This design comes from an exercise in tuning for small area on the open sky130 flow, not from production work. Function was checked by simulation only, so behaviour that the tests miss may differ from the original. No activity file was given, so power comes from the tool's default toggle rates.

File: design/flow/design.v
`default_nettype none
module fp_add (
    input  var logic        clk,
    input  var logic        rst,
    input  var logic        valid_i,
    input  var logic [31:0] num_a_i,
    input  var logic [31:0] num_b_i,
    output var logic [31:0] num_o,
    output var logic        valid_o
);
localparam int unsigned W_MANT     = 23;
localparam int unsigned W_MANT_EXT = W_MANT + 1;
localparam int unsigned W_EXP      = 8;
localparam int unsigned W_MANT_IDX = $clog2(W_MANT_EXT + 1);
logic                  sign_a;
logic                  sign_b;
logic [W_EXP-1:0]      exponent_a;
logic [W_EXP-1:0]      exponent_b;
logic [W_MANT-1:0]     mantissa_a;
logic [W_MANT-1:0]     mantissa_b;
logic [W_MANT_EXT-1:0] mantissa_ext_a;
logic [W_MANT_EXT-1:0] mantissa_ext_b;
logic [W_MANT_EXT-1:0] mantissa_aligned_a;
logic [W_MANT_EXT-1:0] mantissa_aligned_b;
logic [W_EXP-1:0]      exponent_diff;
logic                  shift_align_num;
logic                  valid_p1;
logic                  sign_a_p1;
logic                  sign_b_p1;
logic                  overflow;
logic                  res_sign;
logic [W_MANT_EXT-1:0] add_result;
logic [W_EXP-1:0]      exponent_a_p1;
logic [W_EXP-1:0]      exponent_b_p1;
logic [W_MANT_EXT-1:0] mantissa_aligned_a_p1;
logic [W_MANT_EXT-1:0] mantissa_aligned_b_p1;
logic                  shift_align_num_p1;
logic                  valid_p2;
logic [W_MANT_EXT-1:0] add_result_p2;
logic                  overflow_p2;
logic                  res_sign_p2;
logic [W_EXP-1:0]      exponent_a_p2;
logic [W_EXP-1:0]      exponent_b_p2;
logic                  shift_align_num_p2;
logic [W_MANT_EXT-1:0] pri_onehot;
logic                  prev_ones;
logic [W_MANT_IDX-1:0] normalize_shamt;
logic [W_MANT_EXT-1:0] add_result_p3;
logic                  overflow_p3;
logic                  res_sign_p3;
logic [W_EXP-1:0]      exponent_a_p3;
logic [W_EXP-1:0]      exponent_b_p3;
logic [W_EXP-1:0]      res_exponent;
logic [W_EXP-1:0]      higher_exponent;
logic [W_MANT-1:0]     mantissa_normalized;
logic                  shift_align_num_p3;
logic [W_MANT_IDX-1:0] normalize_shamt_p3;
always_comb begin
    { sign_a, exponent_a, mantissa_a } = num_a_i;
    { sign_b, exponent_b, mantissa_b } = num_b_i;
    if (exponent_a != '0)
        mantissa_ext_a = { 1'b1, mantissa_a };
    else
        mantissa_ext_a = { 1'b0, mantissa_a };
    if (exponent_b != '0)
        mantissa_ext_b = { 1'b1, mantissa_b };
    else
        mantissa_ext_b = { 1'b0, mantissa_b };
    if (exponent_a == '0)
        exponent_a = 8'd1;
    if (exponent_b == '0)
        exponent_b = 8'd1;
    if (exponent_a > exponent_b) begin
        exponent_diff   = exponent_a - exponent_b;
        shift_align_num = '0;
    end else begin
        exponent_diff   = exponent_b - exponent_a;
        shift_align_num = '1;
    end
    if (shift_align_num) begin
        mantissa_aligned_a = mantissa_ext_a >> exponent_diff;
        mantissa_aligned_b = mantissa_ext_b;
    end else begin
        mantissa_aligned_a = mantissa_ext_a;
        mantissa_aligned_b = mantissa_ext_b >> exponent_diff;
    end
end
always_ff @(posedge clk) begin
    sign_a_p1             <= sign_a;
    sign_b_p1             <= sign_b;
    mantissa_aligned_a_p1 <= mantissa_aligned_a;
    mantissa_aligned_b_p1 <= mantissa_aligned_b;
    exponent_a_p1         <= exponent_a;
    exponent_b_p1         <= exponent_b;
    shift_align_num_p1    <= shift_align_num;
end
always_ff @(posedge clk)
    if (rst)
        valid_p1 <= '0;
    else
        valid_p1 <= valid_i;
always_comb begin
    if (sign_a_p1 != sign_b_p1) begin
        overflow = '0;
        if (sign_a_p1)
            { res_sign, add_result } = mantissa_aligned_b_p1 - mantissa_aligned_a_p1;
        else
            { res_sign, add_result } = mantissa_aligned_a_p1 - mantissa_aligned_b_p1;
        if (res_sign)
            add_result = -add_result;
    end else begin
        { overflow, add_result } = mantissa_aligned_a_p1 + mantissa_aligned_b_p1;
        res_sign = sign_a_p1;
    end
end
always_ff @(posedge clk) begin
    add_result_p2      <= add_result;
    overflow_p2        <= overflow;
    res_sign_p2        <= res_sign;
    exponent_a_p2      <= exponent_a_p1;
    exponent_b_p2      <= exponent_b_p1;
    shift_align_num_p2 <= shift_align_num_p1;
end
always_ff @(posedge clk)
    if (rst)
        valid_p2 <= '0;
    else
        valid_p2 <= valid_p1;
always_comb begin
    for (int i = W_MANT_EXT-1; i >= 0; i--) begin
        prev_ones = '0;
        for (int j = W_MANT_EXT-1; j > i; j--)
            prev_ones |= add_result_p2[j];
        pri_onehot[i] = add_result_p2[i] && !prev_ones;
    end
    normalize_shamt = '0;
    for (int unsigned i = 0; i < W_MANT_EXT; i++)
        if (pri_onehot[W_MANT_EXT-1-i])
            normalize_shamt |= W_MANT_IDX'(i);
end
always_ff @(posedge clk) begin
    add_result_p3      <= add_result_p2;
    overflow_p3        <= overflow_p2;
    res_sign_p3        <= res_sign_p2;
    exponent_a_p3      <= exponent_a_p2;
    exponent_b_p3      <= exponent_b_p2;
    shift_align_num_p3 <= shift_align_num_p2;
    normalize_shamt_p3 <= normalize_shamt;
end
always_ff @(posedge clk)
    if (rst)
        valid_o <= '0;
    else
        valid_o <= valid_p2;
always_comb begin
    if (shift_align_num_p3)
        higher_exponent = exponent_b_p3;
    else
        higher_exponent = exponent_a_p3;
    if (overflow_p3) begin
        if (higher_exponent != 8'b11111110) begin
            res_exponent        = higher_exponent + 1'b1;
            mantissa_normalized = W_MANT'(add_result_p3 >> 1);
        end else begin
            res_exponent        = higher_exponent;
            mantissa_normalized = '1;
        end
    end else begin
        if (add_result_p3 == '0)
            res_exponent = '0;
        else
            res_exponent = higher_exponent - 8'(normalize_shamt_p3);
        mantissa_normalized = W_MANT'(add_result_p3 << normalize_shamt_p3);
    end
    num_o = { res_sign_p3, res_exponent, mantissa_normalized };
end
endmodule
`resetall
File: design/flow/run.sh
#!/bin/bash
# synth_recipe.tcl (not shown) runs the flow's synth.tcl, then flattens the netlist and writes it again
# the make line also repeats each setting of config.mk as NAME=value (left out here)
make -C /OpenROAD-flow-scripts/flow DESIGN_CONFIG=/design/flow/config.mk WORK_HOME=/design/flow/orfs CLKGATE_MAP_FILE= SYNTH_SCRIPT=/design/flow/synth_recipe.tcl finish
File: design/flow/config.mk
export PLATFORM = sky130hd
export DESIGN_NAME = fp_add
export DESIGN_NICKNAME = fp_add
export VERILOG_FILES = /design/flow/design.v
export SDC_FILE = /design/flow/constraint.sdc
export NUM_CORES = 4
export LEC_CHECK = 0
export CAP_MARGIN = 20
export CORE_MARGIN = 2
export CORE_UTILIZATION = 40
export SLEW_MARGIN = 20
File: design/flow/constraint.sdc
create_clock -name core_clock -period 4.7 [get_ports {clk}]
set_input_delay 0.9400 -clock core_clock [delete_from_list [all_inputs] [get_ports {clk}]]
set_output_delay 0.9400 -clock core_clock [all_outputs]
set_load 0.01 [all_outputs]
==> reports/qor.txt, run 1 <==
outcome - timing/DRC/antenna clean
DRC Markers - 0
Max Clock Skew - 0.00872 ns
Max-slew headroom - 43.6%
PD cells - 501 nW/um2
Max Slew Vio Count - 0
Worst VDD drop - 285 uV
clock power share - 16.5%
Clock Path Buffers - 2
first-pass GRT wire length - 64600 um
CORE AREA - 32500 um2
CP max stage delay - 0.42 ns
Synth top area share - 24.5%
DRT Pass-1 Iters - 5
Hold Path Class - reg -> reg
via count - 12600
Synth top cells by count - 161 x dfxtp_1, 153 x nand2_1, 130 x nor2_1
Synth area leader - dfxtp_1
register area share after synthesis - 24.5%
Storage cell area - 3220 um2
Setup TNS - 0 ns
Sequential Power Share - 24.6%
grt ovf - 0
mean post-synth cell area - 8.14 um2
RSZ-0062 raised after global routing - yes
die area - 34400 um2
CTS root buf - clkbuf_16
# port buffers - 99
hold buffers post-CTS - 0
CTS tree - built
crit path capture type - flip-flop
post-route clock period utilization - 97.5%
Die X - 185 um
Req. time, crit path - 5.02 ns
multi-input logic area - 9220 um2
cell breakdown of the critical path - clkdlybuf4s50_1 > nor4_1 > nand2_1 > nand2b_1 > ha_2 > inv_1 > fa_2 > a21o_1 > a21oi_2 > o211a_4 > o21ai_1 > a311o_1 > a22oi_2 > xor2_2 > and3_4 > buf_6 > buf_12 > a32o_1 > or3_1
Mapped Area - 13200 um2
Final Hold Fails - 0
cts bufs inserted - 17
Worst-Skew Late Latency - 0.44 ns
leakage - 6.67 nW
Setup violations, final - 0
CTS Sinks - 161
Psw - 3.50 mW
combinational share of power - 58.9%
Least-Margin Pin Slew - 0.846 ns
Yosys warnings - 1
Vias per Instance - 5.68
row count - 66
switching portion of total power - 43.5%
commonest register cell after synthesis - dfxtp_1
Yosys reg bits - 161
per-cell routed wire length - 18.5 um
CP Launch Type - input port
vias in the first global route - 12000
placed cells - 2179
initial antenna violation count - 0
Global Route Usage Sum - 23.8%
fill cell count - 3156
count leader, synth - dfxtp_1
number of flops mapped to enable cells by yosys - 0
num ports - 100
asr flop ratio synth - 0%
CP Class - in -> reg
Die Ht - 185 um
antenna cells - 0
post-synthesis to final-layout area growth - 21.9%
fraction of layout cells with a size suffix above 1 - 16.0%
Clock transition at path regs - 0.07 ns
DP HPWL - 32900 um
H-tree levels - 4
Slowest-stage cell, CP - clkdlybuf4s50_1
Initial DRC Count - 860
crit path time final - 4.58 ns
Peak Freq - 0.218 GHz
Final nets - 1930
WP data arrival - 4.90 ns
internal power - 4.55 mW
gpl congestion - 0.947
post-route insts no fill - 2216
Cell variety after synth - 87
drt total wl - 40900 um
largest net degree at the start of global routing - 56
max-cap viol count - 0
cells after synthesis - 1618
largest cells by area after synthesis - dfxtp_1 24%, ha_1 9.0%, mux4_2 6.8%
Initial Utilization - 40.6%
Syn Nets - 1786
CP max FO - 9
ANT nets after route - 0
==> through the flow <==
step / total power [mW] / worst slack (ns) / hold WS [ns] / util, % / area [um2]
after global routing: 8.61 / -0.0261 / 0.333 / 49.5 / 16100
after detailed placement: 6.65 / -0.378 / 0.312 / 47.3 / 15300
final: 8.05 / 0.119 / 0.325 / 49.5 / 16100
after CTS: 8.00 / 0.0660 / 0.327 / 49.0 / 15900
after global placement: 6.63 / -0.244 / 0.311 / 47.3 / 15300
after floorplan: 4.96 / 0.317 / 0.310 / - / 13200
==> final cells by class <==
class,count,share of cell area (%)
clock inverter,14,0.903
multi-input combinational,1241,57.4
sequential,161,20.1
clock buffer,17,2.65
inverter,109,2.55
timing repair buffer,232,13.0
tap,442,3.44
==> worst max-delay path: cells and delay by family <==
family	cells	cell delay, ns
AO/OA/AOI/OAI	7	1.44
XOR/XNOR	1	0.12
AND/OR/NAND/NOR	5	1.10
buffers and inverters	4	0.74
adder cells (fa/ha/maj)	2	0.55
==> registers in the layout, indices dropped and copies added (netlist names), 5 cells and up <==
register               count
add_result_p2             24
exponent_a_p2              8
add_result_p3             24
exponent_a_p1              8
exponent_b_p1              8
mantissa_aligned_b_p1     24
exponent_b_p2              8
exponent_b_p3              8
exponent_a_p3              8
mantissa_aligned_a_p1     24
normalize_shamt_p3         5
==> what timing repair did <==
action,4_1_cts,5_1_grt
endpoints found under the setup margin,0,46
gates resized for setup,0,21
setup buffers,0,5
==> per-layer routing <==
metal / track usage, % / vias up / wire length (um) / share of wire [%]
met2: 40.4 / 401 / 19400 / 47
met4: 8.13 / 0 / 1210 / 3.0
met5: 0 / - / 0 / 0
met3: 3.46 / 60 / 1940 / 4.7
met1: 30.9 / 5947 / 18300 / 45
li1: - / 6184 / - / -
==> cells by family after synthesis <==
kind of cell	Yosys count	synth area share (%)
fa+ha+maj	101	9.93
simple gates	497	18.5
xor+xnor	61	4.06
mux	128	13.7
buf+inv	216	6.69
compound gates	454	22.7
flops	161	24.5
==> cells in the final DEF (no fill, tap or decap), drive strengths merged, types with 20 or more instances in the layout <==
cell type / instances
nor4: 27
nor2: 131
mux2i: 68
mux4: 40
nand4: 21
xnor2: 42
nand2: 153
nor3: 31
buf: 132
dfxtp: 161
nand3: 38
a21oi: 119
inv: 117
ha: 95
clkdlybuf4s50: 99
o211ai: 25
o21ai: 116
mux2: 20
==> final timing paths <==
kind	from	endpoint	slack (ns)	cells after the start
max	num_b_i[30]	mantissa_aligned_a_p1[6]$_DFF_P_	0.12	19
min	exponent_b_p1[3]$_DFF_P_	exponent_b_p2[3]$_DFF_P_	0.33	0
max reg2reg	mantissa_aligned_a_p1[1]$_DFF_P_	add_result_p2[19]$_DFF_P_	0.62	12
min reg2reg	exponent_b_p1[3]$_DFF_P_	exponent_b_p2[3]$_DFF_P_	0.33	0
==> power by group through the flow <==
stage	clock network (mW)	logic, mW	registers [mW]
final	1.33	4.74	1.98
after global routing	1.41	5.18	2.02
after CTS	1.36	4.66	1.98
after detailed placement	0	4.64	2.01
after global placement	0	4.63	2.00
after floorplan	0	3.07	1.89
==> run 2, diff against run 1 <==
==> design/flow/design.v (replaced) <==
`default_nettype none
module fp_add (
    input  var logic        clk,
    input  var logic        rst,
    input  var logic        valid_i,
    input  var logic [31:0] num_a_i,
    input  var logic [31:0] num_b_i,
    output var logic [31:0] num_o,
    output var logic        valid_o
);
logic        sa, sb;
logic [7:0]  ea, eb;
logic        a_gt_b;       
logic        sx;
logic [7:0]  ex, ey, xx, xy, d;
logic [22:0] fx, fy;
logic [23:0] mx, my, my_sh;
logic        sub;
logic [24:0] sum;
always_comb begin
    sa = num_a_i[31];
    sb = num_b_i[31];
    ea = num_a_i[30:23];
    eb = num_b_i[30:23];
    a_gt_b = { num_a_i[30:0], ~sa } > { num_b_i[30:0], ~sb };
    sx = a_gt_b ? sa : sb;
    ex = a_gt_b ? ea : eb;
    ey = a_gt_b ? eb : ea;
    fx = a_gt_b ? num_a_i[22:0] : num_b_i[22:0];
    fy = a_gt_b ? num_b_i[22:0] : num_a_i[22:0];
    xx = (ex == '0) ? 8'd1 : ex;
    xy = (ey == '0) ? 8'd1 : ey;
    d  = xx - xy;
    mx = { ex != '0, fx };
    my = { ey != '0, fy };
    my_sh = my >> d;
    sub = sa ^ sb;
    if (sub)
        sum = { 1'b0, mx - my_sh };
    else
        sum = { 1'b0, mx } + { 1'b0, my_sh };
end
logic [23:0] r_q;
logic        c_q;
logic        s_q;
logic [7:0]  h_q;
always_ff @(posedge clk) begin
    r_q <= sum[23:0];
    c_q <= sum[24];
    s_q <= sx;
    h_q <= xx;
end
always_ff @(posedge clk)
    if (rst)
        valid_o <= '0;
    else
        valid_o <= valid_i;
logic [4:0]  lz;
logic [23:0] r_n;
logic [7:0]  e_o;
logic [22:0] m_o;
always_comb begin
    lz = '0;
    for (int i = 0; i < 24; i++)
        if (r_q[i])
            lz = 5'(23 - i);
    r_n = r_q << lz;
    if (c_q) begin
        if (h_q != 8'd254) begin
            e_o = h_q + 8'd1;
            m_o = r_q[23:1];
        end else begin
            e_o = h_q;
            m_o = '1;
        end
    end else begin
        e_o = (r_q == '0) ? 8'd0 : h_q - 8'(lz);
        m_o = r_n[22:0];
    end
    num_o = { s_q, e_o, m_o };
end
endmodule
`resetall
==> reports/qor.txt, run 2 <==
Final nets - 1630 (was 1930)
Clock Path Buffers - 2 (unchanged)
power consumption - 5.13 mW (was 8.05 mW)
Req. time, crit path - 4.91 ns (was 5.02 ns)
Yosys reg bits - 35 (was 161)
row count - 52 (was 66)
via count - 9572 (was 12600)
largest net degree at the start of global routing - 53 (was 56)
Layout Check Failures - negative setup slack
WHS - 0.925 ns (was 0.325 ns)
Die Ht - 147 um (was 185 um)
Synth top cells by count - 91 x ha_1, 83 x a21oi_1, 83 x inv_1 (was 161 x dfxtp_1, 153 x nand2_1, 130 x nor2_1)
outcome - complete, but fails checks (was timing/DRC/antenna clean)
DRT Pass-1 Iters - 5 (unchanged)
leakage - 5.94 nW (was 6.67 nW)
Max-slew headroom - 55.1% (was 43.6%)
met1 Usage GRT - 34.5% (was 30.9%)
busiest grt layer - met2 (unchanged)
drt total wl - 29600 um (was 40900 um)
CORE AREA - 20100 um2 (was 32500 um2)
fraction of layout cells with a size suffix above 1 - 46.0% (was 16.0%)
ANT nets after route - 0 (unchanged)
cts bufs inserted - 5 (was 17)
# port buffers - 99 (unchanged)
commonest register cell after synthesis - dfxtp_1 (unchanged)
crit path time final - 7.94 ns (was 4.58 ns)
final instance area - 13300 um2 (was 16100 um2)
CTS root buf - clkbuf_16 (unchanged)
Die X - 147 um (was 185 um)
DRC Markers - 0 (unchanged)
vias in the first global route - 9453 (was 12000)
main combinational cell family by area after synthesis - compound AO/OA/AOI/OAI gates (unchanged)
antenna cells - 0 (unchanged)
gpl congestion - 0.974 (was 0.947)
DP HPWL - 23000 um (was 32900 um)
Synth Area in Compound Gates - 25.2% (was 22.7%)
Hold Path Class - in -> reg (was reg -> reg)
Worst VDD drop - 188 uV (was 285 uV)
Top Registers - r_q: 24 flops, h_q: 8 flops
simple-gate share of the synthesized area - 18.4% (was 18.5%)
post-synthesis to final-layout area growth - 62.8% (was 21.9%)
GRT met2 Usage - 45.5% (was 40.4%)
Final Hold Fails - 0 (unchanged)
Final Util - 66.1% (was 49.5%)
fill cell count - 1633 (was 3156)
mean post-synth cell area - 7.67 um2 (was 8.14 um2)
asr flop ratio synth - 0% (unchanged)
CP max FO - 5 (was 9)
Yosys warnings - 1 (unchanged)
Adder-Cell Fraction of Synth Area - 15.1% (was 9.93%)
grt ovf - 0 (unchanged)
Mapped Area - 8160 um2 (was 13200 um2)
register area share after synthesis - 8.59% (was 24.5%)
CP Launch Type - input port (unchanged)
Setup TNS - -62.61 ns (was 0 ns)
Synth area leader - ha_1 (was dfxtp_1)
post-synthesis mux area share - 21.1% (was 13.7%)
CTS tree - built (unchanged)
hold path cells - 2 (was 0)
largest cells by area after synthesis - ha_1 14%, mux2i_1 9.7%, dfxtp_1 8.6% (was dfxtp_1 24%, ha_1 9.0%, mux4_2 6.8%)
Peak Freq - 0.126 GHz (was 0.218 GHz)
count leader, synth - ha_1 (was dfxtp_1)
die area - 21600 um2 (was 34400 um2)
per-cell routed wire length - 17.1 um (was 18.5 um)
post-route insts no fill - 1738 (was 2216)
RSZ-0062 raised after global routing - yes (unchanged)
met3 Track Usage GR - 1.46% (was 3.46%)
max-cap viol count - 0 (unchanged)
num ports - 100 (unchanged)
max reg flops - 24
Largest Register - r_q
initial antenna violation count - 0 (unchanged)
Syn Nets - 1226 (was 1786)
XOR/XNOR Fraction of Synth Area - 4.31% (was 4.06%)
CTS Sinks - 35 (was 161)
placed cells - 1665 (was 2179)
Clock transition at path regs - 0.05 ns (was 0.07 ns)
Initial Utilization - 40.6% (about the same)
crit path capture type - flip-flop (unchanged)
Vias per Instance - 5.51 (was 5.68)
Initial DRC Count - 440 (was 860)
CP Class - in -> reg (unchanged)
leading cell type in the layout, fill and taps excluded - buf_4 (was dfxtp_1)
post-route clock period utilization - 169% (was 97.5%)
Least-Margin Pin Slew - 0.672 ns (was 0.846 ns)
WHS Endpoint - s_q$_DFF_P_ (was exponent_b_p2[3]$_DFF_P_)
Global Route Usage Sum - 26.3% (was 23.8%)
most frequent cells in the layout - 331 x buf_4, 78 x nand2_1, 69 x nor2_1, 69 x mux2i_1, 58 x a21oi_1 (was 160 x dfxtp_1, 152 x nand2_1, 130 x nor2_1, 124 x buf_4, 115 x a21oi_1)
H-tree levels - 2 (was 4)
Worst Hold Launch - num_b_i[31] (was exponent_b_p1[3]$_DFF_P_)
WP data arrival - 8.15 ns (was 4.90 ns)
PD cells - 386 nW/um2 (was 501 nW/um2)
cells after synthesis - 1064 (was 1618)
setup ws final - -3.24 ns (was 0.119 ns)
number of flops mapped to enable cells by yosys - 0 (unchanged)
dpl ws - -4.22 ns (was -0.378 ns)
first-pass GRT wire length - 46900 um (was 64600 um)
Synth top area share - 14.0% (was 24.5%)
Setup violations, final - 26 (was 0)
Max Slew Vio Count - 0 (unchanged)
dpl cell area - 11600 um2 (was 15300 um2)
Cell variety after synth - 85 (was 87)
CP max stage delay - 0.52 ns (was 0.42 ns)
Slowest-stage cell, CP - or4b_4 (was clkdlybuf4s50_1)
-- run 2: repair_timing --
| action | CTS | global route |
|---|---|---|
| hold buffers | 0 | 0 |
| setup endpoints to repair | 29 | 36 |
| resized for setup | 370 | 99 |
| gates cloned | 1 | 0 |
| pin swaps | 107 | 61 |
| buffers inserted | 49 | 17 |
-- run 2: worst max path at each step --
stage                           end  slack [ns]   startpoint
floorplan           r_q[21]$_DFF_P_       -3.40  num_b_i[26]
finish              r_q[21]$_DFF_P_       -3.24   num_b_i[2]
global route        r_q[21]$_DFF_P_       -3.57  num_b_i[28]
CTS                 r_q[21]$_DFF_P_       -3.07   num_b_i[8]
detailed placement  r_q[23]$_DFF_P_       -4.22  num_b_i[14]
global placement    r_q[23]$_DFF_P_       -4.07  num_b_i[14]
-- run 2: kinds of logic after synthesis --
logic type | after synthesis
mux | 140
simple gates | 297
compound gates | 315
xor+xnor | 38
fa+ha+maj | 96
buf+inv | 143
flops | 35
-- run 2: where the power goes --
part	total (mW)	internal [mW]	switching [mW]
Combinational	4.26	2.21	2.06
Sequential	0.547	0.402	0.145
Clock	0.322	0.206	0.115
-- run 2: worst max-delay path, delay by kind of cell --
family | cells | cell delay, ns
simple gates | 11 | 2.00
fa+ha+maj | 4 | 1.10
compound gates | 17 | 3.20
buf+inv | 6 | 0.75
xor+xnor | 1 | 0.13
-- run 2: layout make-up --
class / count / area (um2) / area share [%]
clock inverter: 1 / 5.00 / 0.0377
tap: 270 / 338 / 2.54
multi-input combinational: 886 / 8050 / 60.6
timing repair buffer: 456 / 3710 / 27.9
clock buffer: 6 / 139 / 1.05
sequential: 35 / 702 / 5.28
inverter: 84 / 342 / 2.57
-- run 2: metal layers --
layer,vias to the layer above,part of all wire [%]
li1,4741,-
met1,4491,45
met2,276,48
met3,64,3.2
met4,0,3.6
met5,-,0
==> run 3, diff against run 2 <==
==> design/flow/design.v (replaced) <==
`default_nettype none
module fp_add (
    input  var logic        clk,
    input  var logic        rst,
    input  var logic        valid_i,
    input  var logic [31:0] num_a_i,
    input  var logic [31:0] num_b_i,
    output var logic [31:0] num_o,
    output var logic        valid_o
);
logic        sa, sb;
logic [7:0]  ea, eb, xa, xb;
logic        a_gt_b;       
logic [8:0]  dab, dba;
logic [7:0]  d;
logic [23:0] ma, mb, my, my_sh;
always_comb begin
    sa = num_a_i[31];
    sb = num_b_i[31];
    ea = num_a_i[30:23];
    eb = num_b_i[30:23];
    xa = (ea == '0) ? 8'd1 : ea;
    xb = (eb == '0) ? 8'd1 : eb;
    ma = { ea != '0, num_a_i[22:0] };
    mb = { eb != '0, num_b_i[22:0] };
    a_gt_b = { num_a_i[30:0], ~sa } > { num_b_i[30:0], ~sb };
    dab = { 1'b0, xa } - { 1'b0, xb };
    dba = { 1'b0, xb } - { 1'b0, xa };
    d   = dab[8] ? dba[7:0] : dab[7:0];
    my    = a_gt_b ? mb : ma;
    my_sh = my >> d;
end
logic        valid_p1;
logic        sx_p1;
logic        sub_p1;
logic [7:0]  h_p1;
logic [23:0] mx_p1;
logic [23:0] my_p1;
always_ff @(posedge clk) begin
    sx_p1  <= a_gt_b ? sa : sb;
    sub_p1 <= sa ^ sb;
    h_p1   <= a_gt_b ? xa : xb;
    mx_p1  <= a_gt_b ? ma : mb;
    my_p1  <= my_sh;
end
always_ff @(posedge clk)
    if (rst)
        valid_p1 <= '0;
    else
        valid_p1 <= valid_i;
logic [24:0] sum;
always_comb begin
    if (sub_p1)
        sum = { 1'b0, mx_p1 - my_p1 };
    else
        sum = { 1'b0, mx_p1 } + { 1'b0, my_p1 };
end
logic [23:0] r_p2;
logic        c_p2;
logic        s_p2;
logic [7:0]  h_p2;
always_ff @(posedge clk) begin
    r_p2 <= sum[23:0];
    c_p2 <= sum[24];
    s_p2 <= sx_p1;
    h_p2 <= h_p1;
end
always_ff @(posedge clk)
    if (rst)
        valid_o <= '0;
    else
        valid_o <= valid_p1;
logic [4:0]  lz;
logic [23:0] r_n;
logic [7:0]  e_o;
logic [22:0] m_o;
always_comb begin
    lz = '0;
    for (int i = 0; i < 24; i++)
        if (r_p2[i])
            lz = 5'(23 - i);
    r_n = r_p2 << lz;
    if (c_p2) begin
        if (h_p2 != 8'd254) begin
            e_o = h_p2 + 8'd1;
            m_o = r_p2[23:1];
        end else begin
            e_o = h_p2;
            m_o = '1;
        end
    end else begin
        e_o = (r_p2 == '0) ? 8'd0 : h_p2 - 8'(lz);
        m_o = r_n[22:0];
    end
    num_o = { s_p2, e_o, m_o };
end
endmodule
`resetall
--- a/design/flow/config.mk
+++ b/design/flow/config.mk
@@ -6,4 +6,5 @@
 export NUM_CORES = 4
 export LEC_CHECK = 0
+export ABC_AREA = 1
 export CAP_MARGIN = 20
 export CORE_MARGIN = 2
==> reports/qor.txt, run 3 <==
Die Ht - 158 um (was 147 um)
number of flops mapped to enable cells by yosys - 0 (unchanged)
Req. time, crit path - 3.76 ns (was 4.91 ns)
initial antenna violation count - 0 (unchanged)
row count - 56 (was 52)
Least-Margin Pin Slew - 0.714 ns (was 0.672 ns)
placed cells - 1934 (was 1665)
leading cell type in the layout, fill and taps excluded - nand2_1 (was buf_4)
Max Clock Skew - 0.00725 ns
Die X - 158 um (was 147 um)
# port buffers - 99 (unchanged)
Peak Freq - 0.227 GHz (was 0.126 GHz)
DP HPWL - 22400 um (was 23000 um)
CTS Sinks - 94 (was 35)
CP Launch Type - flip-flop (was input port)
CORE AREA - 23300 um2 (was 20100 um2)
setup ws final - 0.289 ns (was -3.24 ns)
fraction of layout cells with a size suffix above 1 - 6.13% (was 46.0%)
commonest register cell after synthesis - dfxtp_1 (unchanged)
Slowest-stage cell, CP - clkdlybuf4s50_1 (was or4b_4)
Setup violations, final - 0 (was 26)
Synth top area share - 19.9% (was 14.0%)
Yosys warnings - 1 (unchanged)
Worst VDD drop - 206 uV (was 188 uV)
Max Slew Vio Count - 0 (unchanged)
CP Class - reg -> out (was in -> reg)
Initial Utilization - 40.6% (about the same)
mean post-synth cell area - 6.15 um2 (was 7.67 um2)
crit path launch - r_p2[1]$_DFF_P_ (was num_b_i[2])
Final Util - 48.6% (was 66.1%)
cts bufs inserted - 9 (was 5)
Crit path buffers/inverters - 3 (was 6)
crit path time final - 4.41 ns (was 7.94 ns)
RSZ-0062 raised after global routing - yes (unchanged)
Synth area leader - dfxtp_1 (was ha_1)
WP data arrival - 3.47 ns (was 8.15 ns)
Worst Hold Launch - h_p1[1]$_DFF_P_ (was num_b_i[31])
register area share after synthesis - 19.9% (was 8.59%)
post-route insts no fill - 1950 (was 1738)
antenna cells - 0 (unchanged)
Mapped Area - 9470 um2 (was 8160 um2)
most frequent cells in the layout - 391 x nand2_1, 203 x nand3_1, 193 x inv_1, 137 x o21ai_0, 103 x ha_1 (was 331 x buf_4, 78 x nand2_1, 69 x nor2_1, 69 x mux2i_1, 58 x a21oi_1)
gpl congestion - 0.954 (was 0.974)
DRT Pass-1 Iters - 5 (unchanged)
max-cap viol count - 0 (unchanged)
CP max FO - 22 (was 5)
Setup TNS - 0 ns (was -62.61 ns)
Synth top cells by count - 392 x nand2_1, 203 x nand3_1, 193 x inv_1 (was 91 x ha_1, 83 x a21oi_1, 83 x inv_1)
ANT nets after route - 0 (unchanged)
post-route clock period utilization - 93.8% (was 169%)
Global Route Usage Sum - 21.8% (was 26.3%)
H-tree levels - 3 (was 2)
PD cells - 480 nW/um2 (was 386 nW/um2)
Final Hold Fails - 0 (unchanged)
drt total wl - 26800 um (was 29600 um)
Max-slew headroom - 52.4% (was 55.1%)
crit path capture type - primary output (was flip-flop)
largest cells by area after synthesis - dfxtp_1 20%, nand2_1 16%, ha_1 14% (was ha_1 14%, mux2i_1 9.7%, dfxtp_1 8.6%)
vias in the first global route - 9257 (was 9453)
CP max stage delay - 0.57 ns (was 0.52 ns)
Hold Path Class - reg -> reg (was in -> reg)
outcome - timing/DRC/antenna clean (was complete, but fails checks)
Vias per Instance - 5.08 (was 5.51)
Yosys reg bits - 94 (was 35)
Cell variety after synth - 47 (was 85)
Clock Path Buffers - 2 (unchanged)
fill cell count - 2450 (was 1633)
Worst-Skew Late Latency - 0.34 ns
CTS root buf - clkbuf_16 (unchanged)
Final nets - 1801 (was 1630)
count leader, synth - nand2_1 (was ha_1)
cell family with most CP delay - simple AND/OR/NAND/NOR gates (was compound AO/OA/AOI/OAI gates)
Initial DRC Count - 520 (was 440)
RR Startpoint - mx_p1[0]$_DFF_P_
post-synthesis to final-layout area growth - 19.6% (was 62.8%)
via count - 9911 (was 9572)
asr flop ratio synth - 0% (unchanged)
Syn Nets - 1715 (was 1226)
die area - 24900 um2 (was 21600 um2)
dpl ws - 0.0245 ns (was -4.22 ns)
per-cell routed wire length - 13.7 um (was 17.1 um)
hold buffers post-CTS - 0 (unchanged)
Clock transition at path regs - 0.06 ns (was 0.05 ns)
Top Registers - mx_p1: 24 flops, my_p1: 24 flops, r_p2: 24 flops (was r_q: 24 flops, h_q: 8 flops)
cells after synthesis - 1540 (was 1064)
CTS tree - built (unchanged)
Storage cell area - 1890 um2 (was 702 um2)
num ports - 100 (unchanged)
grt ovf - 0 (unchanged)
leakage - 5.64 nW (was 5.94 nW)
first-pass GRT wire length - 44600 um (was 46900 um)
DRC Markers - 0 (unchanged)
multi-input logic area - 6540 um2 (was 8050 um2)
Post-CTS Setup Inserts - 0 (was 49)
Most common cell on crit path - nand2_1
largest net degree at the start of global routing - 40 (was 53)
## run 3: cell types whose count changed after synthesis, sizes merged, moves of 59 or more
cell | previous run | this run
mux2i | 80 | 2
nand2 | 83 | 397
inv | 83 | 198
dfxtp | 35 | 94
o21ai | 77 | 164
nand3 | 21 | 203
## run 3: cells by family (layout without fill, tap and decap cells)
logic type	count (synthesis)	after routing	share of synthesized area, %
fa+ha+maj	108	108	14.7
buf+inv	280	371	11.6
mux	2	2	0.211
simple gates	703	703	31.7
flops	94	94	19.9
compound gates	316	316	18.4
xor+xnor	37	37	3.50
## run 3: metal layers
metal | share of wire (%) | vias up | global-route usage [%]
met5 | 0 | - | 0
met4 | 2.6 | 0 | 7.14
met3 | 3.4 | 44 | 1.92
met2 | 46 | 233 | 36.8
met1 | 48 | 4380 | 29.3
li1 | - | 5254 | -
## run 3: stage by stage
step                area, um2  hold slack, ns  total power, mW
CTS                     11300           0.327             5.42
global placement        11000           0.313             4.67
finish                  11300           0.326             5.44
global route            11300           0.332             5.96
detailed placement      11000           0.312             4.69
floorplan                9470           0.310             3.45
## run 3: cell type report
type | count | share of cell area, %
clock buffers | 11 | 2.05
clock inverters | 5 | 0.574
inverters | 201 | 6.66
multi-input cells | 1166 | 57.7
flip-flops and latches | 94 | 16.6
well taps | 319 | 3.52
repair buffers | 154 | 12.9
## run 3: final timing paths
path / endpoint / slack [ns] / depth (start not counted)
hold / removal: h_p2[1]$_DFF_P_ / 0.33 / 0
hold reg to reg: h_p2[1]$_DFF_P_ / 0.33 / 0
setup reg to reg: r_p2[22]$_DFF_P_ / 1.25 / 16
setup / recovery: num_o[6] / 0.29 / 30
## run 3: timing repair
action	CTS	global route
hold endpoints to repair	0	0
resized for setup	7	20
endpoints found under the setup margin	3	25
## run 3: power breakdown
group | leakage, nW | switching (mW) | internal [mW] | total, mW
Clock | 0.145 | 0.294 | 0.419 | 0.713
Combinational | 4.71 | 2.04 | 1.46 | 3.50
Sequential | 0.786 | 0.225 | 1.01 | 1.23
Total | 5.64 | 2.56 | 2.89 | 5.44
==> run 4, diff against run 3 <==
--- a/design/flow/config.mk
+++ b/design/flow/config.mk
@@ -6,5 +6,4 @@
 export NUM_CORES = 4
 export LEC_CHECK = 0
-export ABC_AREA = 1
 export CAP_MARGIN = 20
 export CORE_MARGIN = 2
==> reports/qor.txt, run 4 <==
Clock transition at path regs - 0.07 ns (was 0.06 ns)
Max Slew Vio Count - 0 (unchanged)
commonest register cell after synthesis - dfxtp_1 (unchanged)
outcome - timing/DRC/antenna clean (unchanged)
largest net degree at the start of global routing - 49 (was 40)
Worst path depth - 10 (was 30)
num ports - 100 (unchanged)
Cell variety after synth - 82 (was 47)
multi-input logic area - 7510 um2 (was 6540 um2)
WP data arrival - 3.68 ns (was 3.47 ns)
vias in the first global route - 9632 (was 9257)
number of flops mapped to enable cells by yosys - 0 (unchanged)
post-route clock period utilization - 98.3% (was 93.8%)
crit path launch - r_p2[11]$_DFF_P_ (was r_p2[1]$_DFF_P_)
H-tree levels - 3 (unchanged)
Synth top area share - 18.9% (was 19.9%)
leading cell type in the layout, fill and taps excluded - buf_4 (was nand2_1)
grt ovf - 0 (unchanged)
asr flop ratio synth - 0% (unchanged)
Syn Nets - 1441 (was 1715)
largest cells by area after synthesis - dfxtp_1 19%, ha_1 13%, mux2i_1 7.0% (was dfxtp_1 20%, nand2_1 16%, ha_1 14%)
Die X - 162 um (was 158 um)
Worst VDD drop - 237 uV (was 206 uV)
DP HPWL - 25900 um (was 22400 um)
DRC Markers - 0 (unchanged)
max-cap viol count - 0 (unchanged)
cts bufs inserted - 9 (unchanged)
first-pass GRT wire length - 50000 um (was 44600 um)
register area share after synthesis - 18.9% (was 19.9%)
CTS Sinks - 94 (unchanged)
dpl ws - -0.595 ns (was 0.0245 ns)
Slowest-stage cell, CP - clkdlybuf4s50_1 (unchanged)
mean post-synth cell area - 7.86 um2 (was 6.15 um2)
CP max stage delay - 0.60 ns (was 0.57 ns)
leakage - 5.59 nW (was 5.64 nW)
Setup violations, final - 0 (unchanged)
Die Ht - 162 um (was 158 um)
DRT Pass-1 Iters - 8 (was 5)
per-cell routed wire length - 17.9 um (was 13.7 um)
hold path cells - 0 (unchanged)
count leader, synth - nand2_1 (unchanged)
ANT nets after route - 0 (unchanged)
post-synthesis to final-layout area growth - 27.3% (was 19.6%)
gpl congestion - 0.973 (was 0.954)
Synth area leader - dfxtp_1 (unchanged)
WHS - 0.327 ns (was 0.326 ns)
R2R cell count - 12 (was 16)
Peak Freq - 0.217 GHz (was 0.227 GHz)
Global Route Usage Sum - 23.8% (was 21.8%)
Top Registers - mx_p1: 24 flops, my_p1: 24 flops, r_p2: 24 flops (unchanged)
cells after synthesis - 1266 (was 1540)
crit path capture type - primary output (unchanged)
fill cell count - 2395 (was 2450)
Max Clock Skew - 0.00620 ns (was 0.00725 ns)
Final nets - 1618 (was 1801)
Req. time, crit path - 3.76 ns (about the same)
row count - 57 (was 56)
Hold Path Class - reg -> reg (unchanged)
crit path time final - 4.62 ns (was 4.41 ns)
CP Class - reg -> out (unchanged)
Clock Path Buffers - 2 (unchanged)
CTS tree - built (unchanged)
RR Startpoint - my_p1[0]$_SDFF_PP0_ (was mx_p1[0]$_DFF_P_)
CP max FO - 7 (was 22)
Mapped Area - 9950 um2 (was 9470 um2)
via count - 10100 (was 9911)
Worst Hold Launch - h_p1[4]$_DFF_P_ (was h_p1[1]$_DFF_P_)
Least-Margin Pin Slew - 0.782 ns (was 0.714 ns)
CP Launch Type - flip-flop (unchanged)
final instance area - 12700 um2 (was 11300 um2)
Storage cell area - 1890 um2 (about the same)
# port buffers - 99 (unchanged)
initial antenna violation count - 0 (unchanged)
Yosys warnings - 1 (unchanged)
Initial DRC Count - 893 (was 520)
Crit path buffers/inverters - 2 (was 3)
Worst-Skew Late Latency - 0.34 ns (about the same)
power consumption - 4.87 mW (was 5.44 mW)
CORE AREA - 24400 um2 (was 23300 um2)
PD cells - 384 nW/um2 (was 480 nW/um2)
cell family with most CP delay - compound AO/OA/AOI/OAI gates (was simple AND/OR/NAND/NOR gates)
antenna cells - 0 (unchanged)
Vias per Instance - 5.71 (was 5.08)
Max-slew headroom - 47.8% (was 52.4%)
Synth top cells by count - 117 x nand2_1, 115 x inv_1, 113 x o21ai_0 (was 392 x nand2_1, 203 x nand3_1, 193 x inv_1)
fraction of layout cells with a size suffix above 1 - 17.2% (was 6.13%)
most frequent cells in the layout - 132 x buf_4, 117 x nand2_1, 115 x inv_1, 110 x o21ai_0, 103 x ha_1 (was 391 x nand2_1, 203 x nand3_1, 193 x inv_1, 137 x o21ai_0, 103 x ha_1)
dpl cell area - 12000 um2 (was 11000 um2)
Final Hold Fails - 0 (unchanged)
Yosys reg bits - 94 (unchanged)
drt total wl - 31600 um (was 26800 um)
CTS root buf - clkbuf_16 (unchanged)
Initial Utilization - 40.8% (was 40.6%)
RSZ-0062 raised after global routing - yes (unchanged)
setup ws final - 0.0821 ns (was 0.289 ns)
cell breakdown of the critical path - or3_1 > a221oi_4 > o31ai_4 > buf_4 > mux2i_1 > mux2_2 > o22ai_1 > a2111oi_0 > a221oi_1 > clkdlybuf4s50_1
die area - 26200 um2 (was 24900 um2)
-- run 4: report_power, final --
part	switching [mW]	internal, mW
registers	0.230	0.958
logic	1.51	1.43
clock network	0.314	0.429
-- run 4: final cells by class --
| cell class | count | share of cell area [%] |
|---|---|---|
| Inverter | 120 | 3.56 |
| Timing Repair Buffer | 237 | 16.6 |
| Clock buffer | 10 | 1.89 |
| Clock inverter | 6 | 0.553 |
| Sequential cell | 94 | 14.9 |
| Multi-Input combinational cell | 981 | 59.3 |
| Tap cell | 324 | 3.20 |
-- run 4: stage by stage --
stage / setup TNS, ns / cells / util (%)
after floorplan: 0 / 1266 / -
after CTS: -0.0233 / 1757 / 50.7
after detailed placement: -8.88 / 1736 / 49.0
after global placement: -8.27 / 1736 / 49.0
final: 0 / 1772 / 51.9
after global routing: -0.0881 / 1772 / 51.9
-- run 4: worst paths after layout --
kind	to	slack [ns]
worst min register to register	h_p2[4]$_DFF_P_	0.33
worst min-delay path	h_p2[4]$_DFF_P_	0.33
worst max register to register	r_p2[22]$_DFF_P_	1.63
worst max-delay path	num_o[21]	0.08
-- run 4: kinds of logic after synthesis --
kind of cell,count (synthesis),synth area share (%)
AO/OA/AOI/OAI,378,25.5
XOR/XNOR,36,3.51
adder cells (fa/ha/maj),108,14.0
buffers and inverters,191,7.72
flip-flops,94,18.9
multiplexers,102,13.4
AND/OR/NAND/NOR,357,17.0
-- run 4: repair_timing --
item,4_1_cts,5_1_grt
cloned,0,1
hold buffers,0,0
setup buffers,5,14
pin swaps,7,16
resized for setup,16,55
endpoints found under the setup margin,25,40
-- run 4: layer usage --
| metal | GRT usage [%] | part of all wire, % | up-vias |
|---|---|---|---|
| met1 | 30.9 | 45 | 4744 |
| met5 | 0 | 0 | - |
| li1 | - | - | 4953 |
| met3 | 2.30 | 4.3 | 68 |
| met4 | 10.1 | 4.4 | 0 |
| met2 | 40.4 | 46 | 354 |
==> run 5, diff against run 4 <==
--- a/design/flow/design.v
+++ b/design/flow/design.v
@@ -9,8 +9,35 @@
     output var logic        valid_o
 );
+function automatic logic [24:0] add24(input logic [23:0] a, input logic [23:0] b, input logic ci);
+    logic [24:0] c;
+    logic [23:0] s;
+    c[0] = ci;
+    for (int i = 0; i < 24; i++) begin
+        s[i]   = a[i] ^ b[i] ^ c[i];
+        c[i+1] = (a[i] & b[i]) | ((a[i] ^ b[i]) & c[i]);
+    end
+    add24 = { c[24], s };
+endfunction
+function automatic logic [8:0] add8(input logic [7:0] a, input logic [7:0] b, input logic ci);
+    logic [8:0] c;
+    logic [7:0] s;
+    c[0] = ci;
+    for (int i = 0; i < 8; i++) begin
+        s[i]   = a[i] ^ b[i] ^ c[i];
+        c[i+1] = (a[i] & b[i]) | ((a[i] ^ b[i]) & c[i]);
+    end
+    add8 = { c[8], s };
+endfunction
+function automatic logic gt32(input logic [31:0] a, input logic [31:0] b);
+    logic g;
+    g = 1'b0;
+    for (int i = 0; i < 32; i++)
+        g = (a[i] & ~b[i]) | (~(a[i] ^ b[i]) & g);
+    gt32 = g;
+endfunction
 logic        sa, sb;
-logic [7:0]  ea, eb, xa, xb;
+logic [7:0]  ea, eb, xa, xb, xx, xy;
 logic        a_gt_b;       
-logic [8:0]  dab, dba;
+logic [8:0]  dd;
 logic [7:0]  d;
 logic [23:0] ma, mb, my, my_sh;
@@ -24,8 +51,9 @@
     ma = { ea != '0, num_a_i[22:0] };
     mb = { eb != '0, num_b_i[22:0] };
-    a_gt_b = { num_a_i[30:0], ~sa } > { num_b_i[30:0], ~sb };
-    dab = { 1'b0, xa } - { 1'b0, xb };
-    dba = { 1'b0, xb } - { 1'b0, xa };
-    d   = dab[8] ? dba[7:0] : dab[7:0];
+    a_gt_b = gt32({ num_a_i[30:0], ~sa }, { num_b_i[30:0], ~sb });
+    xx = a_gt_b ? xa : xb;
+    xy = a_gt_b ? xb : xa;
+    dd = add8(xx, ~xy, 1'b1);
+    d  = dd[7:0];
     my    = a_gt_b ? mb : ma;
     my_sh = my >> d;
@@ -40,5 +68,5 @@
     sx_p1  <= a_gt_b ? sa : sb;
     sub_p1 <= sa ^ sb;
-    h_p1   <= a_gt_b ? xa : xb;
+    h_p1   <= xx;
     mx_p1  <= a_gt_b ? ma : mb;
     my_p1  <= my_sh;
@@ -51,8 +79,6 @@
 logic [24:0] sum;
 always_comb begin
-    if (sub_p1)
-        sum = { 1'b0, mx_p1 - my_p1 };
-    else
-        sum = { 1'b0, mx_p1 } + { 1'b0, my_p1 };
+    sum = add24(mx_p1, my_p1 ^ {24{sub_p1}}, sub_p1);
+    sum[24] = sum[24] & ~sub_p1;
 end
 logic [23:0] r_p2;
@@ -73,4 +99,5 @@
 logic [4:0]  lz;
 logic [23:0] r_n;
+logic [8:0]  hm;
 logic [7:0]  e_o;
 logic [22:0] m_o;
@@ -81,7 +108,8 @@
             lz = 5'(23 - i);
     r_n = r_p2 << lz;
+    hm  = add8(h_p2, ~{3'b000, lz}, 1'b1);
     if (c_p2) begin
         if (h_p2 != 8'd254) begin
-            e_o = h_p2 + 8'd1;
+            e_o = add8(h_p2, 8'd0, 1'b1);
             m_o = r_p2[23:1];
         end else begin
@@ -90,5 +118,5 @@
         end
     end else begin
-        e_o = (r_p2 == '0) ? 8'd0 : h_p2 - 8'(lz);
+        e_o = (r_p2 == '0) ? 8'd0 : hm[7:0];
         m_o = r_n[22:0];
     end
--- a/design/flow/config.mk
+++ b/design/flow/config.mk
@@ -6,4 +6,5 @@
 export NUM_CORES = 4
 export LEC_CHECK = 0
+export ABC_AREA = 1
 export CAP_MARGIN = 20
 export CORE_MARGIN = 2
==> reports/qor.txt, run 5 <==
outcome - complete, but fails checks (was timing/DRC/antenna clean)
Layout Check Failures - negative setup slack
ANT nets after route - 0 (unchanged)
post-route insts no fill - 1731 (was 1772)
Max Slew Vio Count - 0 (unchanged)
leakage - 6.14 nW (was 5.59 nW)
Global Route Usage Sum - 22.3% (was 23.8%)
crit path capture type - flip-flop (was primary output)
largest net degree at the start of global routing - 70 (was 49)
Req. time, crit path - 4.93 ns (was 3.76 ns)
dpl ws - -4.75 ns (was -0.595 ns)
commonest register cell after synthesis - dfxtp_1 (unchanged)
first-pass GRT wire length - 37100 um (was 50000 um)
Storage cell area - 1890 um2 (about the same)
Worst VDD drop - 245 uV (was 237 uV)
RSZ-0062 raised after global routing - yes (unchanged)
Final Hold Fails - 0 (unchanged)
register area share after synthesis - 24.0% (was 18.9%)
crit path launch - my_p1[0]$_SDFF_PP0_ (was r_p2[11]$_DFF_P_)
Mapped Area - 7850 um2 (was 9950 um2)
Clock transition at path regs - 0.06 ns (was 0.07 ns)
number of flops mapped to enable cells by yosys - 0 (unchanged)
drt total wl - 26300 um (was 31600 um)
# port buffers - 99 (unchanged)
crit path time final - 9.39 ns (was 4.62 ns)
cells after synthesis - 1221 (was 1266)
DP HPWL - 18400 um (was 25900 um)
DRT met1 WL - 10900 um (was 14200 um)
H-tree levels - 3 (unchanged)
CP max FO - 2 (was 7)
multi-input logic area - 6630 um2 (was 7510 um2)
CTS root buf - clkbuf_16 (unchanged)
setup ws final - -4.69 ns (was 0.0821 ns)
count leader, synth - nand2_1 (unchanged)
Cell variety after synth - 39 (was 82)
power consumption - 7.58 mW (was 4.87 mW)
initial antenna violation count - 0 (unchanged)
Least-Margin Pin Slew - 0.826 ns (was 0.782 ns)
Die X - 144 um (was 162 um)
RR Startpoint - my_p1[0]$_SDFF_PP0_ (unchanged)
Synth top area share - 24.0% (was 18.9%)
CORE AREA - 19300 um2 (was 24400 um2)
DR top layer - met4 (unchanged)
grt ovf - 0 (unchanged)
Peak Freq - 0.106 GHz (was 0.217 GHz)
Final nets - 1604 (was 1618)
Most common cell on crit path - fa_2
Top Registers - mx_p1: 24 flops, my_p1: 24 flops, r_p2: 24 flops (unchanged)
max-cap viol count - 0 (unchanged)
DRC Markers - 0 (unchanged)
Yosys warnings - 1 (unchanged)
post-route clock period utilization - 200% (was 98.3%)
most frequent cells in the layout - 255 x nand2_1, 184 x inv_1, 140 x buf_4, 91 x dfxtp_1, 61 x clkdlybuf4s50_1 (was 132 x buf_4, 117 x nand2_1, 115 x inv_1, 110 x o21ai_0, 103 x ha_1)
Initial Utilization - 40.6% (was 40.8%)
Max-slew headroom - 44.7% (was 47.8%)
WP data arrival - 9.63 ns (was 3.68 ns)
Die Ht - 144 um (was 162 um)
Initial DRC Count - 475 (was 893)
Max Clock Skew - 0.00545 ns (was 0.00620 ns)
PD cells - 593 nW/um2 (was 384 nW/um2)
vias in the first global route - 7743 (was 9632)
via count - 8830 (was 10100)
per-cell routed wire length - 15.2 um (was 17.9 um)
Synth area leader - dfxtp_1 (unchanged)
die area - 20700 um2 (was 26200 um2)
Hold Path Class - reg -> reg (unchanged)
fill cell count - 1653 (was 2395)
row count - 51 (was 57)
Worst Hold Launch - h_p1[7]$_DFF_P_ (was h_p1[4]$_DFF_P_)
num ports - 100 (unchanged)
mean post-synth cell area - 6.43 um2 (was 7.86 um2)
WHS - 0.327 ns (about the same)
Worst-Skew Late Latency - 0.33 ns (was 0.34 ns)
gpl congestion - 0.936 (was 0.973)
Detail Route met3 WL - 1050 um (was 1350 um)
post-synthesis to final-layout area growth - 63.1% (was 27.3%)
fraction of layout cells with a size suffix above 1 - 36.5% (was 17.2%)
hold path cells - 0 (unchanged)
Yosys reg bits - 94 (unchanged)
leading cell type in the layout, fill and taps excluded - nand2_1 (was buf_4)
DRT Pass-1 Iters - 7 (was 8)
CP Launch Type - flip-flop (unchanged)
Clock Path Buffers - 2 (unchanged)
CTS tree - built (unchanged)
placed cells - 1674 (was 1736)
Syn Nets - 1364 (was 1441)
R2R cell count - 25 (was 12)
cts bufs inserted - 9 (unchanged)
hold buffers post-CTS - 0 (unchanged)
Setup violations, final - 75 (was 0)
CP Class - reg -> reg (was reg -> out)
Synth top cells by count - 326 x nand2_1, 200 x inv_1, 144 x nand3_1 (was 117 x nand2_1, 115 x inv_1, 113 x o21ai_0)
Detail Route met2 WL - 13300 um (was 14700 um)
largest cells by area after synthesis - dfxtp_1 24%, nand2_1 16%, inv_1 9.6% (was dfxtp_1 19%, ha_1 13%, mux2i_1 7.0%)
CP max stage delay - 0.50 ns (was 0.60 ns)
Slowest-stage cell, CP - fa_1 (was clkdlybuf4s50_1)
asr flop ratio synth - 0% (unchanged)
CTS Sinks - 94 (unchanged)
Vias per Instance - 5.10 (was 5.71)
antenna cells - 0 (unchanged)
==> run 5: cell types whose count changed after synthesis, moves of 16 or more <==
cell	previous run	this run
a21oi_1	71	24
fa_1	5	33
ha_1	103	43
inv_1	115	200
mux2i_1	70	1
mux4_2	24	0
nand2_1	117	326
nand3_1	27	144
nor2_1	81	54
nor2b_1	21	0
nor3_1	29	3
o21ai_0	113	131
o22ai_1	16	0
==> run 5: repair_timing <==
action                                  4_1_cts  5_1_grt
gates resized for setup                     171      357
pin swaps                                    55      121
gates cloned                                  3        8
endpoints found under the setup margin       99       99
buffers inserted                              6       29
==> run 5: worst paths after layout <==
kind | end | slack [ns]
setup / recovery | r_p2[23]$_DFF_P_ | -4.69
hold / removal | h_p2[7]$_DFF_P_ | 0.33
setup reg to reg | r_p2[23]$_DFF_P_ | -4.69
hold reg to reg | h_p2[7]$_DFF_P_ | 0.33
==> run 5: worst max-delay path, delay by kind of cell, from the launching register on <==
family	cells	cell delay, ns
fa+ha+maj	23	8.73
flops	1	0.33
mux	1	0.16
buf+inv	1	0.04
==> run 5: final cells by class <==
| cell class | count | area share [%] |
|---|---|---|
| Inverter | 206 | 6.21 |
| Multi-Input combinational cell | 860 | 51.8 |
| Timing Repair Buffer | 290 | 22.1 |
| Clock inverter | 7 | 0.743 |
| Sequential cell | 94 | 14.7 |
| Tap cell | 265 | 2.59 |
| Clock buffer | 9 | 1.76 |
==> run 5: report_power, final <==
part	switching, mW	internal [mW]	leakage (nW)
clock network	0.286	0.467	0.156
logic	3.23	2.45	5.20
registers	0.113	1.04	0.787
==> run 5: per-stage QoR <==
step | cell area [um2] | utilization, % | setup TNS (ns)
final | 12800 | 66.2 | -137.90
after global routing | 12800 | 66.2 | -175.83
after CTS | 11300 | 58.5 | -147.94
after detailed placement | 10400 | 53.6 | -186.94
after global placement | 10400 | 53.6 | -182.85
after floorplan | 8180 | - | -111.73
==> run 5: per-layer routing <==
layer,global-route usage (%),vias up
li1,-,4389
met1,28.5,4052
met2,39.7,291
met3,1.46,98
met4,8.20,0
met5,0,-
==> run 5: cells by family (layout without fill, tap and decap cells) <==
group,Yosys count,after routing,synth area share (%)
and+or+nand+nor,575,575,31.8
adders and majority gates,76,76,15.3
buffers and inverters,267,512,13.2
AOI/OAI and AO/OA,180,180,12.5
muxes,1,1,0.128
DFF,94,94,24.0
xor gates and xnor gates,28,28,3.13
==> run 6, diff against run 5 <==
==> design/flow/design.v (replaced) <==
`default_nettype none
module fp_add (
    input  var logic        clk,
    input  var logic        rst,
    input  var logic        valid_i,
    input  var logic [31:0] num_a_i,
    input  var logic [31:0] num_b_i,
    output var logic [31:0] num_o,
    output var logic        valid_o
);
function automatic logic [24:0] add24(input logic [23:0] a, input logic [23:0] b, input logic ci);
    logic [23:0] g, p, gg, pp;
    logic [24:0] c;
    g  = a & b;
    p  = a ^ b;
    gg = g;
    pp = p;
    gg[0] = g[0] | (p[0] & ci);
    for (int d = 1; d < 24; d = d * 2)
        for (int i = 2 * d - 1; i < 24; i = i + 2 * d) begin
            gg[i] = gg[i] | (pp[i] & gg[i-d]);
            pp[i] = pp[i] & pp[i-d];
        end
    for (int d = 8; d >= 1; d = d / 2)
        for (int i = 3 * d - 1; i < 24; i = i + 2 * d) begin
            gg[i] = gg[i] | (pp[i] & gg[i-d]);
            pp[i] = pp[i] & pp[i-d];
        end
    c[0] = ci;
    for (int i = 0; i < 24; i++)
        c[i+1] = gg[i];
    add24 = { c[24], p ^ c[23:0] };
endfunction
logic        sa, sb;
logic [7:0]  ea, eb, xa, xb;
logic        za, zb;
logic        a_big;        
logic [8:0]  dab;
logic [7:0]  dba, d;
logic        sat;
logic [23:0] ma, mb, my, my_sh;
always_comb begin
    sa = num_a_i[31];
    sb = num_b_i[31];
    ea = num_a_i[30:23];
    eb = num_b_i[30:23];
    za = ea == '0;
    zb = eb == '0;
    xa = { ea[7:1], ea[0] | za };
    xb = { eb[7:1], eb[0] | zb };
    ma = { ~za, num_a_i[22:0] };
    mb = { ~zb, num_b_i[22:0] };
    a_big = { xa, sb } > { xb, 1'b0 };
    dab = { 1'b0, xa } - { 1'b0, xb };
    dba = xb - xa;
    d   = dab[8] ? dba : dab[7:0];
    sat = (d[7:5] != '0) || (d[4:3] == 2'b11);
    my    = a_big ? mb : ma;
    my_sh = sat ? '0 : my >> d[4:0];
end
logic        valid_p1;
logic        sx_p1;
logic        sub_p1;
logic [7:0]  h_p1;
logic [23:0] mx_p1;
logic [23:0] my_p1;
always_ff @(posedge clk) begin
    sx_p1  <= a_big ? sa : sb;
    sub_p1 <= sa ^ sb;
    h_p1   <= a_big ? xa : xb;
    mx_p1  <= a_big ? ma : mb;
    my_p1  <= my_sh;
end
always_ff @(posedge clk)
    if (rst)
        valid_p1 <= '0;
    else
        valid_p1 <= valid_i;
logic [24:0] sum;
logic        neg;          
logic [23:0] below;        
logic [23:0] r;
always_comb begin
    sum = add24(mx_p1, my_p1 ^ {24{sub_p1}}, sub_p1);
    neg = sub_p1 & ~sum[24];
    below[0] = 1'b0;
    for (int i = 1; i < 24; i++)
        below[i] = below[i-1] | sum[i-1];
    r = sum[23:0] ^ (below & {24{neg}});
end
logic [23:0] r_p2;
logic        c_p2;
logic        s_p2;
logic [7:0]  h_p2;
always_ff @(posedge clk) begin
    r_p2 <= r;
    c_p2 <= sum[24] & ~sub_p1;
    s_p2 <= sx_p1 ^ neg;
    h_p2 <= h_p1;
end
always_ff @(posedge clk)
    if (rst)
        valid_o <= '0;
    else
        valid_o <= valid_p1;
logic [4:0]  lz;
logic [23:0] r_n;
logic [7:0]  e_o;
logic [22:0] m_o;
always_comb begin
    lz = '0;
    for (int i = 0; i < 24; i++)
        if (r_p2[i])
            lz = 5'(23 - i);
    r_n = r_p2 << lz;
    if (c_p2) begin
        if (h_p2 != 8'd254) begin
            e_o = h_p2 + 8'd1;
            m_o = r_p2[23:1];
        end else begin
            e_o = h_p2;
            m_o = '1;
        end
    end else begin
        e_o = (r_p2 == '0) ? 8'd0 : h_p2 - 8'(lz);
        m_o = r_n[22:0];
    end
    num_o = { s_p2, e_o, m_o };
end
endmodule
`resetall
==> reports/qor.txt, run 6 <==
outcome - timing/DRC/antenna clean (was complete, but fails checks)
cells after synthesis - 1270 (was 1221)
RSZ-0062 raised after global routing - no (was yes)
Cell variety after synth - 52 (was 39)
r2r endpoint - r_p2[23]$_DFF_P_ (unchanged)
# port buffers - 99 (unchanged)
Mapped Area - 8310 um2 (was 7850 um2)
DRT Pass-1 Iters - 5 (was 7)
Max-slew headroom - 58.3% (was 44.7%)
Storage cell area - 1890 um2 (about the same)
max-cap viol count - 0 (unchanged)
crit path capture type - flip-flop (unchanged)
CP Class - in -> reg (was reg -> reg)
cts bufs inserted - 9 (unchanged)
Final Hold Fails - 0 (unchanged)
die area - 21900 um2 (was 20700 um2)
Final nets - 1525 (was 1604)
register area share after synthesis - 22.7% (was 24.0%)
CORE AREA - 20300 um2 (was 19300 um2)
WP data arrival - 4.72 ns (was 9.63 ns)
mean post-synth cell area - 6.54 um2 (was 6.43 um2)
ANT nets after route - 0 (unchanged)
CP Launch Type - input port (was flip-flop)
Clock Path Buffers - 2 (unchanged)
row count - 52 (was 51)
Vias per Instance - 5.03 (was 5.10)
post-synthesis to final-layout area growth - 25.2% (was 63.1%)
gpl congestion - 0.960 (was 0.936)
Max Clock Skew - 0.0114 ns (was 0.00545 ns)
antenna cells - 0 (unchanged)
Yosys warnings - 1 (unchanged)
fraction of layout cells with a size suffix above 1 - 11.8% (was 36.5%)
CTS tree - built (unchanged)
Setup TNS - 0 ns (was -137.90 ns)
Initial Utilization - 40.9% (was 40.6%)
Yosys reg bits - 94 (unchanged)
Peak Freq - 0.225 GHz (was 0.106 GHz)
leakage - 5.03 nW (was 6.14 nW)
via count - 8409 (was 8830)
Synth top area share - 22.7% (was 24.0%)
most frequent cells in the layout - 308 x nand2_1, 150 x inv_1, 145 x nand3_1, 111 x o21ai_0, 92 x dfxtp_1 (was 255 x nand2_1, 184 x inv_1, 140 x buf_4, 91 x dfxtp_1, 61 x clkdlybuf4s50_1)
Initial DRC Count - 518 (was 475)
hold buffers post-CTS - 0 (unchanged)
vias in the first global route - 7892 (was 7743)
fill cell count - 2068 (was 1653)
crit path time final - 4.44 ns (was 9.39 ns)
number of flops mapped to enable cells by yosys - 0 (unchanged)
R2R cell count - 21 (was 25)
Syn Nets - 1398 (was 1364)
commonest register cell after synthesis - dfxtp_1 (unchanged)
leading cell type in the layout, fill and taps excluded - nand2_1 (unchanged)
WHS Endpoint - h_p2[1]$_DFF_P_ (was h_p2[7]$_DFF_P_)
power consumption - 5.86 mW (was 7.58 mW)
Max Slew Vio Count - 0 (unchanged)
Hold Path Class - reg -> reg (unchanged)
post-route clock period utilization - 94.5% (was 200%)
count leader, synth - nand2_1 (unchanged)
Worst-Skew Late Latency - 0.34 ns (was 0.33 ns)
CP max FO - 21 (was 2)
Synth top cells by count - 308 x nand2_1, 151 x inv_1, 148 x nand3_1 (was 326 x nand2_1, 200 x inv_1, 144 x nand3_1)
Clock transition at path regs - 0.06 ns (about the same)
H-tree levels - 3 (unchanged)
Setup violations, final - 0 (was 75)
CTS Sinks - 94 (unchanged)
Synth area leader - dfxtp_1 (unchanged)
largest cells by area after synthesis - dfxtp_1 23%, nand2_1 14%, nand3_1 8.9% (was dfxtp_1 24%, nand2_1 16%, inv_1 9.6%)
Post-CTS Setup Inserts - 0 (was 6)
multi-input logic area - 5600 um2 (was 6630 um2)
Top Registers - mx_p1: 24 flops, my_p1: 24 flops, r_p2: 24 flops (unchanged)
asr flop ratio synth - 0% (unchanged)
Die X - 148 um (was 144 um)
Worst Hold Launch - h_p1[1]$_DFF_P_ (was h_p1[7]$_DFF_P_)
largest net degree at the start of global routing - 32 (was 70)
per-cell routed wire length - 14.1 um (was 15.2 um)
DP HPWL - 19400 um (was 18400 um)
FF-to-FF setup slack - 0.85 ns (was -4.69 ns)
Worst VDD drop - 242 uV (was 245 uV)
hold path cells - 0 (unchanged)
num ports - 100 (unchanged)
RR Startpoint - sub_p1$_DFF_P_ (was my_p1[0]$_SDFF_PP0_)
Global Route Usage Sum - 21.4% (was 22.3%)
first-pass GRT wire length - 38500 um (was 37100 um)
Least-Margin Pin Slew - 0.623 ns (was 0.826 ns)
Die Ht - 148 um (was 144 um)
DRC Markers - 0 (unchanged)
Req. time, crit path - 4.98 ns (was 4.93 ns)
CTS root buf - clkbuf_16 (unchanged)
PD cells - 563 nW/um2 (was 593 nW/um2)
drt total wl - 23600 um (was 26300 um)
initial antenna violation count - 0 (unchanged)
grt ovf - 0 (unchanged)
## run 6: cells by family after synthesis
logic type | Yosys count | share of synthesized area, %
XOR/XNOR | 75 | 8.32
AO/OA/AOI/OAI | 244 | 16.6
adder cells (fa/ha/maj) | 61 | 10.5
AND/OR/NAND/NOR | 567 | 30.2
buffers and inverters | 221 | 10.7
flip-flops | 94 | 22.7
multiplexers | 8 | 0.964
## run 6: area by class of cell
cell class              count  area share (%)
flip-flops and latches     94            18.1
clock buffers              11            2.33
inverters                 163            5.88
repair buffers            174            16.0
well taps                 270            3.25
multi-input cells         955            53.9
clock inverters             5           0.553
## run 6: stage by stage
step | cell area [um2] | util (%) | hold WS (ns) | instances | worst slack, ns
floorplan | 8310 | - | 0.310 | 1270 | 0.756
global placement | 9970 | 49.1 | 0.311 | 1656 | 0.0104
detailed placement | 9970 | 49.1 | 0.312 | 1656 | -0.0873
CTS | 10300 | 50.6 | 0.328 | 1672 | 0.0428
global route | 10400 | 51.2 | 0.330 | 1672 | 0.0163
finish | 10400 | 51.2 | 0.327 | 1672 | 0.260
## run 6: how the worst max path moves through the flow
stage / startpoint / slack, ns / endpoint / cells past startpoint
final: num_b_i[29] / 0.26 / my_p1[4]$_SDFF_PP0_ / 26
after global routing: r_p2[1]$_DFF_P_ / 0.02 / num_o[29] / 31
after CTS: r_p2[1]$_DFF_P_ / 0.04 / num_o[27] / 30
after detailed placement: num_b_i[25] / -0.09 / my_p1[2]$_SDFF_PP0_ / 28
after global placement: num_b_i[25] / 0.01 / my_p1[2]$_SDFF_PP0_ / 28
after floorplan: num_b_i[25] / 0.76 / my_p1[12]$_SDFF_PP0_ / 27
## run 6: timing repair
item / 4_1_cts / 5_1_grt
endpoints found under the setup margin: 4 / 50
hold endpoints to repair: 0 / 0
resized for setup: 5 / 46
pin swaps: 0 / 5
## run 6: worst max-delay path, cell delays in order
cell	delay, ns
clkdlybuf4s50_1	0.44
nor4_2	0.30
inv_1	0.08
nor2_2	0.10
nor2_1	0.07
inv_1	0.07
ha_1	0.14
inv_1	0.06
fa_1	0.35
inv_1	0.09
o21bai_2	0.07
nand2_1	0.08
nand2_1	0.06
a21oi_1	0.15
o21ai_2	0.07
nand2_2	0.07
nand2_4	0.08
buf_4	0.18
o21ai_2	0.20
buf_4	0.16
xor2_2	0.22
buf_12	0.19
nand3_1	0.11
a21oi_1	0.28
nand2_1	0.09
inv_1	0.06
## run 6: where the power goes
part	leakage [nW]	total, mW	internal (mW)	switching, mW
Combinational	4.09	3.95	1.67	2.28
Sequential	0.784	1.19	0.990	0.196
Clock	0.150	0.719	0.428	0.291
## run 6: routing by layer
metal / track usage [%] / vias to the layer above / part of all wire, %
met5: 0 / - / 0
met4: 7.38 / 0 / 2.9
met3: 1.60 / 42 / 3.4
met2: 37.7 / 219 / 48
met1: 27.8 / 3758 / 46
li1: - / 4390 / -

## static timing again, ports no longer ideal
In the flow no input, the clock included, has a driving cell. The finished layouts below were timed again as built, in two steps. Step 1, drivers: a clkbuf_16 drives clk and a buf_2 each remaining input, both assumed. Step 2 moves the port delays by t, midway between the first and last clock arrival at a register: inputs arrive t later, outputs are due t later. That takes back most of the time a late clock gives input paths. Three values: ideal, step 1, step 2; two values: the first two.
| run | shift t [ns] | slack for setup (ns) | hold WS [ns] | latest minus earliest clock arrival (ns) | worst slew at a driven data input, ns |
|---|---|---|---|---|---|
| run 1 | 0.479 | 0.119 / 0.145 / -0.335 | 0.325 / 0.325 / 0.325 | 0.009 / 0.009 | 0.04 |
| run 2 | 0.310 | -3.240 / -3.240 / -3.550 | 0.925 / 0.914 / 1.224 | 0.004 / 0.004 | 0.05 |
| run 3 | 0.376 | 0.289 / 0.249 / 0.066 | 0.326 / 0.326 / 0.326 | 0.008 / 0.007 | 0.04 |
| run 4 | 0.382 | 0.082 / 0.039 / -0.057 | 0.327 / 0.327 / 0.327 | 0.007 / 0.007 | 0.04 |
| run 5 | 0.369 | -4.693 / -4.693 / -4.693 | 0.327 / 0.327 / 0.327 | 0.007 / 0.006 | 0.05 |
| run 6 | 0.372 | 0.260 / 0.253 / -0.090 | 0.327 / 0.327 / 0.327 | 0.011 / 0.011 | 0.04 |
With both steps, setup timing fails in run 1, run 4 and run 6, where it was met with ideal ports. For run 1, which loses most, drivers alone change the setup slack by +0.026 ns; drivers and shift together by -0.454 ns.
